Source: an optimization exercise on an open RTL-to-GDS flow (aim: small area, a short achievable clock period and few clock cycles per item). Production flows keep margins and buffers that such runs may drop.
In this exercise RTL edits were held to simulation tests only and were not proved equivalent to the original.
Power and IR drop assume default switching activity.

==> flow/design.v <==
module top(
    input start, op, reset, clock,
    input [31:0] data_a, data_b,
    output busy, ready,
    output [31:0] data_o
);
reg        act;    
reg        F;      
reg [29:0] X;      
reg        Un;     
reg [7:0]  Eb;     
reg        R;      
reg        K23;    
wire        sa = data_a[31];
wire        sb = data_b[31];
wire [7:0]  ea = data_a[30:23];
wire [7:0]  eb = data_b[30:23];
wire [23:0] ma = {1'b1, data_a[22:0]};
wire [23:0] mb = {1'b1, data_b[22:0]};
wire [8:0] dab = {1'b0, ea} - {1'b0, eb};
wire [8:0] dba = {1'b0, eb} - {1'b0, ea};
wire       ge  = ~dab[8];
wire       gt  = ge & (dab[7:0] != 8'd0);
wire [7:0] d   = ge ? dab[7:0] : dba[7:0];
wire [4:0] kab = (dab[7:0] > 8'd23) ? 5'd23 : dab[4:0];
wire [4:0] kba = (dba[7:0] > 8'd23) ? 5'd23 : dba[4:0];
wire [4:0] k   = ge ? kab : kba;
wire Fn   = F | ge;
wire negS = (sa & Fn) | (sb & ~Fn);    
wire nega = sa & ~Fn;                  
wire negb = sb & Fn;                   
wire sgnZ = negS ^ op;                 
wire [23:0] nmb = -mb;
wire [23:0] M   = ge ? ma : mb;
wire        special = (data_b == 32'h00000001);
wire [4:0]  ks  = (ea > 8'd23) ? 5'd23 : ea[4:0];
wire [23:0] mar;                                             
genvar gi;
generate for (gi = 0; gi < 24; gi = gi + 1) begin : rev
    assign mar[gi] = ma[23 - gi];
end endgenerate
wire        t23 = mar[ks];                                   
wire        tnz = |(mar[23:1] & ~((23'd1 << ks) - 23'd1));   
wire        s23 = t23 ^ (sa & tnz);                          
wire        cy  = op ? (s23 & tnz)
                     : (s23 | (sa & (ea == 8'd0) & (data_a[22:0] == 23'h000001)));
wire        nm  = act & X[29];
wire [23:0] Zlo = (sgnZ ^ negb ^ nm) ? nmb : mb;
wire [2:0]  Zh0 = ~special ? {3{sgnZ}} : sa ? (op ? 3'd6 : 3'd0) : (op ? 3'd1 : 3'd7);
wire [2:0]  Zh1 = ~special ? {3{sgnZ}} : sa ? (op ? 3'd7 : 3'd1) : (op ? 3'd0 : 3'd6);
wire [2:0]  Zhi = (cy ? Zh1 : Zh0) ^ {3{nm}};
wire [59:0] Zxw = {{30{Zhi[2]}}, Zhi, Zlo, 3'b000} >> k;
wire [29:0] Zx  = Zxw[29:0];
wire [27:0] Uc = {{3{nm}}, M ^ {24{nm}}, nm} + {Zx[29:3], nm};    
wire [26:0] U  = Uc[27:1];
wire done;
always @(posedge clock or posedge reset)
begin
    if (reset) begin
        act <= 1'b0;
        F   <= 1'b0;
    end else begin
        act <= start | (act & ~done);
        if (start)
            F <= Fn;
    end
end
wire [23:0] x    = gt ? mb : ma;
wire        negx = gt ? negb : nega;
wire        xd   = x[d[4:0]];
wire        xnz  = |(x & ((24'd1 << d[4:0]) - 24'd1));
wire        r    = (d < 8'd23) & (xd ^ (negx & xnz));
wire        c    = op ^ sa ^ sb;
wire [7:0]  emin = gt ? eb : ea;
wire        wrap = K23 & ~X[29] & X[27];
wire [2:0]  wj   = X[5:3] + {2'b00, data_b[22:0] != 23'd0};
wire [28:0] V    = X[28:0];
wire        Vnz  = |X;
wire [1:0]  lz   = V[28] ? 2'd0 : V[27] ? 2'd1 : V[26] ? 2'd2 : 2'd3;
assign      done = ~X[29] & (~Vnz | (V[28:25] != 4'd0));
always @(posedge clock)
begin
    X   <= (act & ~X[29]) ? {1'b0, V[24:0], 4'b0000} : {U, Zx[2:0]};
    Un  <= act ? Un : U[26];
    Eb  <= act ? (X[29] ? Eb : Eb - 8'd4) : emin + {3'b000, k} + 8'd2;
    R   <= act ? R : r;
    K23 <= act ? K23 : (k == 5'd23);
end
wire [28:0] Vn   = V << lz;
wire [21:0] f22  = wrap ? -{19'd0, wj} : Vn[26:5];
wire [1:0]  lze  = wrap ? 2'd2 : lz;                  
wire [7:0]  eo   = (~Vnz | (wrap & (wj == 3'd0))) ? emin : Eb - {6'd0, lze};
wire        sign = wrap ? (~negS | (wj == 3'd0))
                 : negS ? (~Un & Vnz) : Un;
wire [21:0] f22m = f22 - 22'd1;
wire [22:0] fo   = (c & R) ? {f22m, 1'b1} : {f22, R};
assign data_o = {sign, eo, fo};
assign ready  = act & done;
assign busy   = act & ~done;
endmodule
==> flow/config.mk <==
export PLATFORM = sky130hd
export DESIGN_NAME = top
export DESIGN_NICKNAME = top
export VERILOG_FILES = /design/flow/design.v
export SDC_FILE = /design/flow/constraint.sdc
export NUM_CORES = 4
export LEC_CHECK = 0
export CAP_MARGIN = 20
export CORE_MARGIN = 2
export CORE_UTILIZATION = 50
export GPL_TIMING_DRIVEN = 0
export SETUP_SLACK_MARGIN = 0.8
export SLEW_MARGIN = 20
==> flow/constraint.sdc <==
create_clock -name core_clock -period 8.0 [get_ports {clock}]
set_input_delay 1.6000 -clock core_clock [delete_from_list [all_inputs] [get_ports {clock}]]
set_output_delay 1.6000 -clock core_clock [all_outputs]
set_load 0.01 [all_outputs]
standard.sh (not shown) runs the stock make flow with config.mk's settings and CLKGATE_MAP_FILE= SYNTH_SCRIPT=/design/flow/synth_recipe.tcl, a recipe that flattens the netlist after the stock synthesis.
==> flow/flow/run.sh <==
#!/bin/bash
# Layout flow: the standard flow (standard.sh), with two changes.
# 1. Synthesis is ORFS's own synthesis script, run with a copy of the ORFS
#    scripts folder whose ABC mapping script (abc_speed.script, from this
#    folder) maps for a delay target, and without the full-adder cell
#    mapping (ADDER_MAP_FILE empty). Registers are mapped as before.
# 2. The port buffers are sky130_fd_sc_hd__buf_2 instead of the default
#    delay-cell buffer. Every port still gets its own buffer.
set -euo pipefail
here=$(pwd)
rm -rf "$here/scripts_abc"
cp -r "$FLOW_HOME/scripts" "$here/scripts_abc"
cp "$here/flow/abc_speed.script" "$here/scripts_abc/abc_speed.script"
export BUFFER_PORTS_ARGS="-buffer_cell sky130_fd_sc_hd__buf_2"
bash standard.sh SCRIPTS_DIR="$here/scripts_abc" ADDER_MAP_FILE= synth > synth_make.log 2>&1
bash standard.sh > standard_make.log 2>&1
==> flow/flow/abc_speed.script <==
strash
dch -f
map -D 4000
buffer -c
topo
upsize -c -D 4000
dnsize -c -D 4000
The starting point went through all stages and came out clean.
Testbench counts at the start, summed over its fixed seeds: cycles 6,476, items 3,200.
Then changed:
==> flow/design.v (replaced) <==
module top(
    input start, op, reset, clock,
    input [31:0] data_a, data_b,
    output busy, ready,
    output [31:0] data_o
);
reg        act;    
reg        F;      
reg [28:0] X;      
reg        Un;     
reg [7:0]  Eb;     
reg        R;      
reg        K23;    
reg        GT;     
reg        BNZ;    
wire        sa = data_a[31];
wire        sb = data_b[31];
wire [7:0]  ea = data_a[30:23];
wire [7:0]  eb = data_b[30:23];
wire [23:0] ma = {1'b1, data_a[22:0]};
wire [23:0] mb = {1'b1, data_b[22:0]};
wire [8:0] dab = {1'b0, ea} - {1'b0, eb};
wire [8:0] dba = {1'b0, eb} - {1'b0, ea};
wire       ge  = ~dab[8];
wire       gt  = ge & (dab[7:0] != 8'd0);
wire [4:0] kab = (dab[7:0] > 8'd23) ? 5'd23 : dab[4:0];
wire [4:0] kba = (dba[7:0] > 8'd23) ? 5'd23 : dba[4:0];
wire [4:0] k   = ge ? kab : kba;
wire Fn   = F | ge;
wire negS = (sa & Fn) | (sb & ~Fn);    
wire nega = sa & ~Fn;                  
wire negb = sb & Fn;                   
wire sgnZ = negS ^ op;                 
wire [23:0] nmb = -mb;
wire [23:0] M   = ge ? ma : mb;
wire        special = (data_b == 32'h00000001);
wire [4:0]  ks  = (ea > 8'd23) ? 5'd23 : ea[4:0];
wire [23:0] mar;                                             
genvar gi;
generate for (gi = 0; gi < 24; gi = gi + 1) begin : rev
    assign mar[gi] = ma[23 - gi];
end endgenerate
wire        t23 = mar[ks];                                   
wire        tnz = |(mar[23:1] & ~((23'd1 << ks) - 23'd1));   
wire        s23 = t23 ^ (sa & tnz);                          
wire        cy  = op ? (s23 & tnz)
                     : (s23 | (sa & (ea == 8'd0) & (data_a[22:0] == 23'h000001)));
wire        nm  = act & X[28];
wire [23:0] Zlo = (sgnZ ^ negb ^ nm) ? nmb : mb;
wire [2:0]  Zh0 = ~special ? {3{sgnZ}} : sa ? (op ? 3'd6 : 3'd0) : (op ? 3'd1 : 3'd7);
wire [2:0]  Zh1 = ~special ? {3{sgnZ}} : sa ? (op ? 3'd7 : 3'd1) : (op ? 3'd0 : 3'd6);
wire [2:0]  Zhi = (cy ? Zh1 : Zh0) ^ {3{nm}};
wire [57:0] Zxw = {{29{Zhi[2]}}, Zhi, Zlo, 2'b00} >> k;
wire [28:0] Zx  = Zxw[28:0];
wire [27:0] Uc = {{3{nm}}, M ^ {24{nm}}, nm} + {Zx[28:2], nm};    
wire [26:0] U  = Uc[27:1];
wire done;
always @(posedge clock or posedge reset)
begin
    if (reset) begin
        act <= 1'b0;
        F   <= 1'b0;
    end else begin
        act <= start | (act & ~done);
        if (start)
            F <= Fn;
    end
end
wire [23:0] x    = gt ? mb : ma;
wire        negx = gt ? negb : nega;
wire        xd   = x[k];                                   
wire        xnz  = |(x & ((24'd1 << k) - 24'd1));
wire        r    = (k != 5'd23) & (xd ^ (negx & xnz));
wire        c    = op ^ sa ^ sb;
wire [7:0]  emin = GT ? eb : ea;
wire        negR = F ? sa : sb;      
wire        wrap = K23 & ~X[28] & X[26];
wire [2:0]  wj   = X[4:2] + {2'b00, BNZ};
wire        Uneg = Un | X[28];
wire [27:0] V    = X[27:0];
wire        Vnz  = |X;
wire [1:0]  lz   = V[27] ? 2'd0 : V[26] ? 2'd1 : V[25] ? 2'd2 : 2'd3;
assign      done = ~X[28] & (~Vnz | (V[27:24] != 4'd0));
always @(posedge clock)
begin
    X   <= (act & ~X[28]) ? {1'b0, V[23:0], 4'b0000} : {U, Zx[1:0]};
    Un  <= act & (Un | X[28]);
    Eb  <= act ? (X[28] ? Eb : Eb - 8'd4) : (gt ? eb : ea) + {3'b000, k} + 8'd2;
    R   <= r;
    K23 <= (k == 5'd23);
    GT  <= gt;
    BNZ <= (data_b[22:0] != 23'd0);
end
wire [27:0] Vn   = V << lz;
wire [21:0] f22  = wrap ? -{19'd0, wj} : Vn[25:4];
wire [1:0]  lze  = wrap ? 2'd2 : lz;                  
wire [7:0]  eo   = (~Vnz | (wrap & (wj == 3'd0))) ? emin : Eb - {6'd0, lze};
wire        sign = wrap ? (~negR | (wj == 3'd0))
                 : negR ? (~Uneg & Vnz) : Uneg;
wire [21:0] f22m = f22 - 22'd1;
wire [22:0] fo   = (c & R) ? {f22m, 1'b1} : {f22, R};
assign data_o = {sign, eo, fo};
assign ready  = act & done;
assign busy   = act & ~done;
endmodule
After rerunning:
- clock skew decreases by 3.6 ps
- non-clock buffer count decreases by 6
- area after synthesis decreases by 2.5%
- critical path depth increases by 16
- core utilization decreases by 1.7 points
- routed wire length decreases by 6.4%
- clock-buffer cell count stays the same
- worst hold slack got worse by 13 ps
- combinational power decreases by 12%
- register-to-register slack improved by 90 ps
- via count decreases by 5.0%
- cell count decreases by 3.5%
- flip-flop and latch count increases by 1
- first-iteration DRC count increases by 15%
Testbench counts after the change, summed over its fixed seeds: cycles 6,476, items 3,200.

==> afterwards: timing with drivers on the ports <==
In the flow no input, the clock included, has a driving cell. The finished layouts below were timed again as built, in two steps.
Step 1 (the two cells are an assumption about what drives the block):
set clk [get_ports {clock}]
set_driving_cell -lib_cell sky130_fd_sc_hd__clkbuf_16 $clk
set_driving_cell -lib_cell sky130_fd_sc_hd__buf_2 [delete_from_list [all_inputs] $clk]
Step 2 also shifts input and output timing later by t, the mid clock arrival at the registers, as if the neighbouring blocks saw the same clock.
Three values: ideal ports, drivers, drivers and shift; two values: the first two.
run	t (ns)	setup slack, ns	hold slack, ns	worst setup path after step 2	clock arrival spread, ns
the first run	0.333	1.068 / 1.047 / 0.857	0.497 / 0.497 / 0.497	input to register	0.011 / 0.012
the second run	0.321	1.203 / 1.215 / 0.895	0.484 / 0.484 / 0.484	input to register	0.009 / 0.009
After both steps setup and hold are still met in every run listed. The setup slack of the second run, which loses most, moves by +0.012 ns with the drivers and by -0.308 ns with both steps.
